This design comes from an exercise in tuning for small area, a short achievable clock period and few clock cycles per item on the open sky130 flow, not from production work.
The RTL was checked by simulation tests, not by an equivalence proof against the original design.
Power figures rest on the tool's default switching activity, not on a simulated workload.

Design MODULE_STATIC_PROCESS, start of the top module:
module MODULE_STATIC_PROCESS (
    input clk,
    input rst,
    input [3:0] state_info,
    input [11:0] read_from_aux,
    input [11:0] read_from_ram,
    output reg [11:0] write2aux,
    output reg [11:0] write2ram,
    output reg [9:0] write2aux_addr,
    output reg [9:0] read_from_aux_addr,
    output reg [18:0] write2ram_addr,
    output reg [18:0] read_from_ram_addr,
    output reg ena_write_ram,
    output done
);
export LEC_CHECK = 0
export CAP_MARGIN = 20
export CORE_MARGIN = 2
export CORE_UTILIZATION = 40
export PLACE_DENSITY = 0.6
export SLEW_MARGIN = 20
create_clock -name core_clock -period 29.0 [get_ports {clk}]
standard.sh (not shown) runs the stock make flow with config.mk's settings and CLKGATE_MAP_FILE= SYNTH_SCRIPT=/design/flow/synth_recipe.tcl, a recipe that flattens the netlist after the stock synthesis.
==> flow/flow/run.sh <==
#!/bin/bash
# Standard ORFS layout, with timing repair asked to leave extra setup slack
# at the design's 29 ns clock (the margin ORFS documents for finding a
# design's minimum period without editing the SDC), and port buffers of a
# stronger cell than the default pick.
set -euo pipefail
bash standard.sh "BUFFER_PORTS_ARGS=-buffer_cell sky130_fd_sc_hd__buf_2" finish > standard.log 2>&1
Testbench counts at the start, summed over its fixed seeds: cycles 5,410,350, frames 16.
==> next run, changes <==
--- a/flow/flow/run.sh
+++ b/flow/flow/run.sh
@@ -5,3 +5,3 @@
 # stronger cell than the default pick.
 set -euo pipefail
-bash standard.sh "BUFFER_PORTS_ARGS=-buffer_cell sky130_fd_sc_hd__buf_2" finish > standard.log 2>&1
+bash standard.sh SETUP_SLACK_MARGIN=22 "BUFFER_PORTS_ARGS=-buffer_cell sky130_fd_sc_hd__buf_2" finish > standard.log 2>&1
Result: Synthesized area does not change; hold slack improves by 0.0097 ns; total power hardly moves.
==> next run, changes <==
--- a/flow/flow/run.sh
+++ b/flow/flow/run.sh
@@ -5,3 +5,3 @@
 # stronger cell than the default pick.
 set -euo pipefail
-bash standard.sh SETUP_SLACK_MARGIN=22 "BUFFER_PORTS_ARGS=-buffer_cell sky130_fd_sc_hd__buf_2" finish > standard.log 2>&1
+bash standard.sh SETUP_SLACK_MARGIN=22.4 "BUFFER_PORTS_ARGS=-buffer_cell sky130_fd_sc_hd__buf_2" finish > standard.log 2>&1
Result: Non-clock buffer count rose by 52. Critical path depth is unchanged. Total power rose by a few percent. Design area rose by a few percent. Sequential power fell slightly. Synthesized cell count does not change. Routed wire length rose by a few percent.
==> next run, changes <==
--- a/flow/flow/run.sh
+++ b/flow/flow/run.sh
@@ -5,3 +5,3 @@
 # stronger cell than the default pick.
 set -euo pipefail
-bash standard.sh SETUP_SLACK_MARGIN=22.4 "BUFFER_PORTS_ARGS=-buffer_cell sky130_fd_sc_hd__buf_2" finish > standard.log 2>&1
+bash standard.sh SETUP_SLACK_MARGIN=22 "BUFFER_PORTS_ARGS=-buffer_cell sky130_fd_sc_hd__buf_2" finish > standard.log 2>&1
--- a/flow/config.mk
+++ b/flow/config.mk
@@ -9,4 +9,5 @@
 export CORE_MARGIN = 2
 export CORE_UTILIZATION = 40
+export CTS_BUF_LIST = sky130_fd_sc_hd__clkbuf_8
 export PLACE_DENSITY = 0.6
 export SLEW_MARGIN = 20
Effect: Utilization shrinks by 3.0 points; synthesized area stays the same; clock power went down by 31%; design area drops by 6.2%; count of clock-buffer cells in the layout drops by 6; setup slack is worse by 0.13 ns; register-to-register slack got worse by 0.07 ns; total power shrinks by 9.6%; final cell count came out lower by 1.8%; sequential cell count is unchanged; routed wire length shrinks by 2.3%.


MODULE_STATIC_PROCESS, a different RTL version from the one above (not shown whole).
Size in the first run: about 160 flip-flops, roughly 110 I/O pins.
export LEC_CHECK = 0
export CAP_MARGIN = 20
export CORE_MARGIN = 2
export CORE_UTILIZATION = 55
export CTS_BUF_LIST = sky130_fd_sc_hd__clkbuf_8
export PLACE_DENSITY = 0.7
export SLEW_MARGIN = 20
create_clock -name core_clock -period 29.0 [get_ports {clk}]
==> flow/flow/run.sh <==
#!/bin/bash
# Standard ORFS layout, with timing repair asked to leave extra setup slack
# at the design's 29 ns clock (the margin ORFS documents for finding a
# design's minimum period without editing the SDC), and port buffers of a
# stronger cell than the default pick.
set -euo pipefail
bash standard.sh SETUP_SLACK_MARGIN=22 "BUFFER_PORTS_ARGS=-buffer_cell sky130_fd_sc_hd__buf_1" finish > standard.log 2>&1
Testbench counts at the start, summed over its fixed seeds: cycles 5,411,422, frames 16.
Edit:
--- a/flow/flow/run.sh
+++ b/flow/flow/run.sh
@@ -6,2 +6,2 @@
 set -euo pipefail
-bash standard.sh SETUP_SLACK_MARGIN=22 "BUFFER_PORTS_ARGS=-buffer_cell sky130_fd_sc_hd__buf_1" finish > standard.log 2>&1
+bash standard.sh SETUP_SLACK_MARGIN=22 "BUFFER_PORTS_ARGS=-buffer_cell sky130_fd_sc_hd__buf_2" finish > standard.log 2>&1
--- a/flow/config.mk
+++ b/flow/config.mk
@@ -9,5 +9,5 @@
 export CORE_MARGIN = 2
-export CORE_UTILIZATION = 55
+export CORE_UTILIZATION = 62
 export CTS_BUF_LIST = sky130_fd_sc_hd__clkbuf_8
-export PLACE_DENSITY = 0.7
+export PLACE_DENSITY = 0.75
 export SLEW_MARGIN = 20
After rerunning: Wire length shrinks by a few percent; first-iteration DRC count grows by a little under a tenth; setup slack improved by 0.049 ns; cell area is about the same; synthesized cell count stays the same; core utilization grows by 8.0 points.
Edit:
--- a/flow/config.mk
+++ b/flow/config.mk
@@ -9,5 +9,5 @@
 export CORE_MARGIN = 2
-export CORE_UTILIZATION = 62
+export CORE_UTILIZATION = 55
 export CTS_BUF_LIST = sky130_fd_sc_hd__clkbuf_8
-export PLACE_DENSITY = 0.75
+export PLACE_DENSITY = 0.7
 export SLEW_MARGIN = 20
The changed run ran to the end with no violations.
Worst setup slack loses 0.029 ns.
Combinational power is about the same.
Hold slack loses 0.017 ns.
Via count falls by about 1.4%.
Sequential cell count does not change.
Synthesized area does not change.
Core utilization falls by 7.8 points.
Total power is about the same.
Routed wire length rises by 1.5%.


== main ==
Another version of the RTL of MODULE_STATIC_PROCESS (not shown whole).
Size: roughly 1300 cells after synthesis.
clock: 29.0 ns
lec_check: 0
cap_margin: 20
core_margin: 2
core_utilization: 55
cts_buf_list: sky130_fd_sc_hd__clkbuf_8
place_density: 0.7
slew_margin: 20
==> flow/flow/run.sh <==
#!/bin/bash
# Standard ORFS layout, with timing repair asked to leave extra setup slack
# at the design's 29 ns clock (the margin ORFS documents for finding a
# design's minimum period without editing the SDC), and port buffers of a
# stronger cell than the default pick.
set -euo pipefail
bash standard.sh SETUP_SLACK_MARGIN=21.8 "BUFFER_PORTS_ARGS=-buffer_cell sky130_fd_sc_hd__buf_2" finish > standard.log 2>&1
Testbench counts of main, summed over its fixed seeds: cycles 5,411,422, frames 16.
## Diff of input files: the feature branch against main
# main
export LEC_CHECK = 0
export CAP_MARGIN = 20
export CORE_MARGIN = 2
export CORE_UTILIZATION = 55
export CTS_BUF_LIST = sky130_fd_sc_hd__clkbuf_8
export PLACE_DENSITY = 0.7
export SLEW_MARGIN = 20
create_clock -name core_clock -period 29.0 [get_ports {clk}]
# the feature branch
export LEC_CHECK = 0
export CAP_MARGIN = 20
export CORE_MARGIN = 2
export CORE_UTILIZATION = 62
export CTS_BUF_LIST = sky130_fd_sc_hd__clkbuf_8
export PLACE_DENSITY = 0.75
export SLEW_MARGIN = 20
create_clock -name core_clock -period 29.0 [get_ports {clk}]
diff --git a/flow/flow/run.sh b/flow/flow/run.sh
--- a/flow/flow/run.sh
+++ b/flow/flow/run.sh
@@ -6,2 +6,2 @@
 set -euo pipefail
-bash standard.sh SETUP_SLACK_MARGIN=21.8 "BUFFER_PORTS_ARGS=-buffer_cell sky130_fd_sc_hd__buf_2" finish > standard.log 2>&1
+bash standard.sh SETUP_SLACK_MARGIN=22 "BUFFER_PORTS_ARGS=-buffer_cell sky130_fd_sc_hd__buf_2" finish > standard.log 2>&1
Findings:
Measured against each other, the feature branch and main differ in final critical delay including setup and external delays, the lower figure coming from the feature branch.
Re setup slack at placement: main was lower than the feature branch.
Of the feature branch and main, the run reporting the higher clock skew was the feature branch.
The feature branch vs. main: post-layout utilization of the core went up by 8.0 points.
The feature branch did not stop at any stage, and its layout met the timing, DRC and antenna checks.


MODULE_STATIC_PROCESS, a different RTL version from the one above (not shown whole).
Size: about 110 I/O pins, ~12000 um2 of cells after synthesis.
export LEC_CHECK = 0
export CAP_MARGIN = 20
export CORE_MARGIN = 2
export CORE_UTILIZATION = 40
export CTS_BUF_LIST = sky130_fd_sc_hd__clkbuf_8
export CTS_CLUSTER_DIAMETER = 150
export CTS_CLUSTER_SIZE = 40
export PLACE_DENSITY = 0.6
export SLEW_MARGIN = 20
create_clock -name core_clock -period 29.0 [get_ports {clk}]
==> flow/flow/run.sh <==
#!/bin/bash
# Standard ORFS layout, with timing repair asked to leave extra setup slack
# at the design's 29 ns clock (the margin ORFS documents for finding a
# design's minimum period without editing the SDC), and port buffers of a
# stronger cell than the default pick.
set -euo pipefail
bash standard.sh SETUP_SLACK_MARGIN=22 "BUFFER_PORTS_ARGS=-buffer_cell sky130_fd_sc_hd__buf_2" finish > standard.log 2>&1
The first run went through all stages and came out clean.
Testbench counts at the start, summed over its fixed seeds: cycles 5,411,422, frames 16.
Change:
--- a/flow/config.mk
+++ b/flow/config.mk
@@ -10,5 +10,2 @@
 export CORE_UTILIZATION = 40
-export CTS_BUF_LIST = sky130_fd_sc_hd__clkbuf_8
-export CTS_CLUSTER_DIAMETER = 150
-export CTS_CLUSTER_SIZE = 40
 export PLACE_DENSITY = 0.6
Result: The changed run ran to the end with no violations; area after synthesis does not change; clock-buffer cell count went up by 2; worst hold slack degrades by 0.0059 ns; synthesized cell count stays the same; design area went up by about 0.5%; via count went down by about 0.7%; combinational power went down by about 1%.

==> re-timing with driven ports <==
In the flow no input, the clock included, has a driving cell. The finished layouts below were timed again as built, in two steps. Step 1 (the two cells are an assumption about what drives the block):
set clk [get_ports {clk}]
set_driving_cell -lib_cell sky130_fd_sc_hd__clkbuf_16 $clk
set_driving_cell -lib_cell sky130_fd_sc_hd__buf_2 [delete_from_list [all_inputs] $clk]
Step 2 also shifts input and output timing later by t, the mid clock arrival at the registers, as if the neighbouring blocks saw the same clock. a / b / c = no drivers / after step 1 / after step 2; a / b = the first two.
| run | t, ns | slack for setup (ns) | worst hold slack (ns) | clock arrival spread, ns | cell pins on the clock port's net |
|---|---|---|---|---|---|
| the first run of note 1 | 0.487 | 21.709 / 21.657 / 21.569 | 0.317 / 0.317 / 0.317 | 0.016 / 0.017 | 1 |
| the second run of note 1 | 0.481 | 22.032 / 21.983 / 21.708 | 0.327 / 0.327 / 0.327 | 0.018 / 0.019 | 1 |
| the third run of note 1 | 0.489 | 22.112 / 22.058 / 21.806 | 0.327 / 0.327 / 0.327 | 0.021 / 0.021 | 1 |
| the fourth run of note 1 | 0.516 | 21.983 / 21.939 / 21.682 | 0.329 / 0.329 / 0.329 | 0.022 / 0.023 | 1 |
| the first run of note 2 | 0.515 | 22.017 / 21.977 / 21.571 | 0.335 / 0.335 / 0.335 | 0.022 / 0.022 | 1 |
| the second run of note 2 | 0.516 | 22.066 / 22.024 / 21.594 | 0.332 / 0.332 / 0.332 | 0.016 / 0.017 | 1 |
| the third run of note 2 | 0.518 | 22.037 / 21.993 / 21.573 | 0.315 / 0.315 / 0.315 | 0.021 / 0.021 | 1 |
| main | 0.511 | 21.885 / 21.843 / 21.445 | 0.319 / 0.319 / 0.319 | 0.017 / 0.018 | 1 |
| the feature branch | 0.506 | 22.036 / 21.993 / 21.662 | 0.332 / 0.332 / 0.332 | 0.023 / 0.023 | 1 |
| the first run of note 4 | 0.506 | 22.053 / 22.007 / 21.649 | 0.330 / 0.330 / 0.330 | 0.017 / 0.017 | 1 |
| the second run of note 4 | 0.481 | 22.032 / 21.984 / 21.631 | 0.324 / 0.324 / 0.324 | 0.014 / 0.014 | 1 |
After both steps every run listed still meets setup and hold. For the second run of note 2, which loses most, drivers alone change the setup slack by -0.042 ns; drivers and shift together by -0.472 ns.
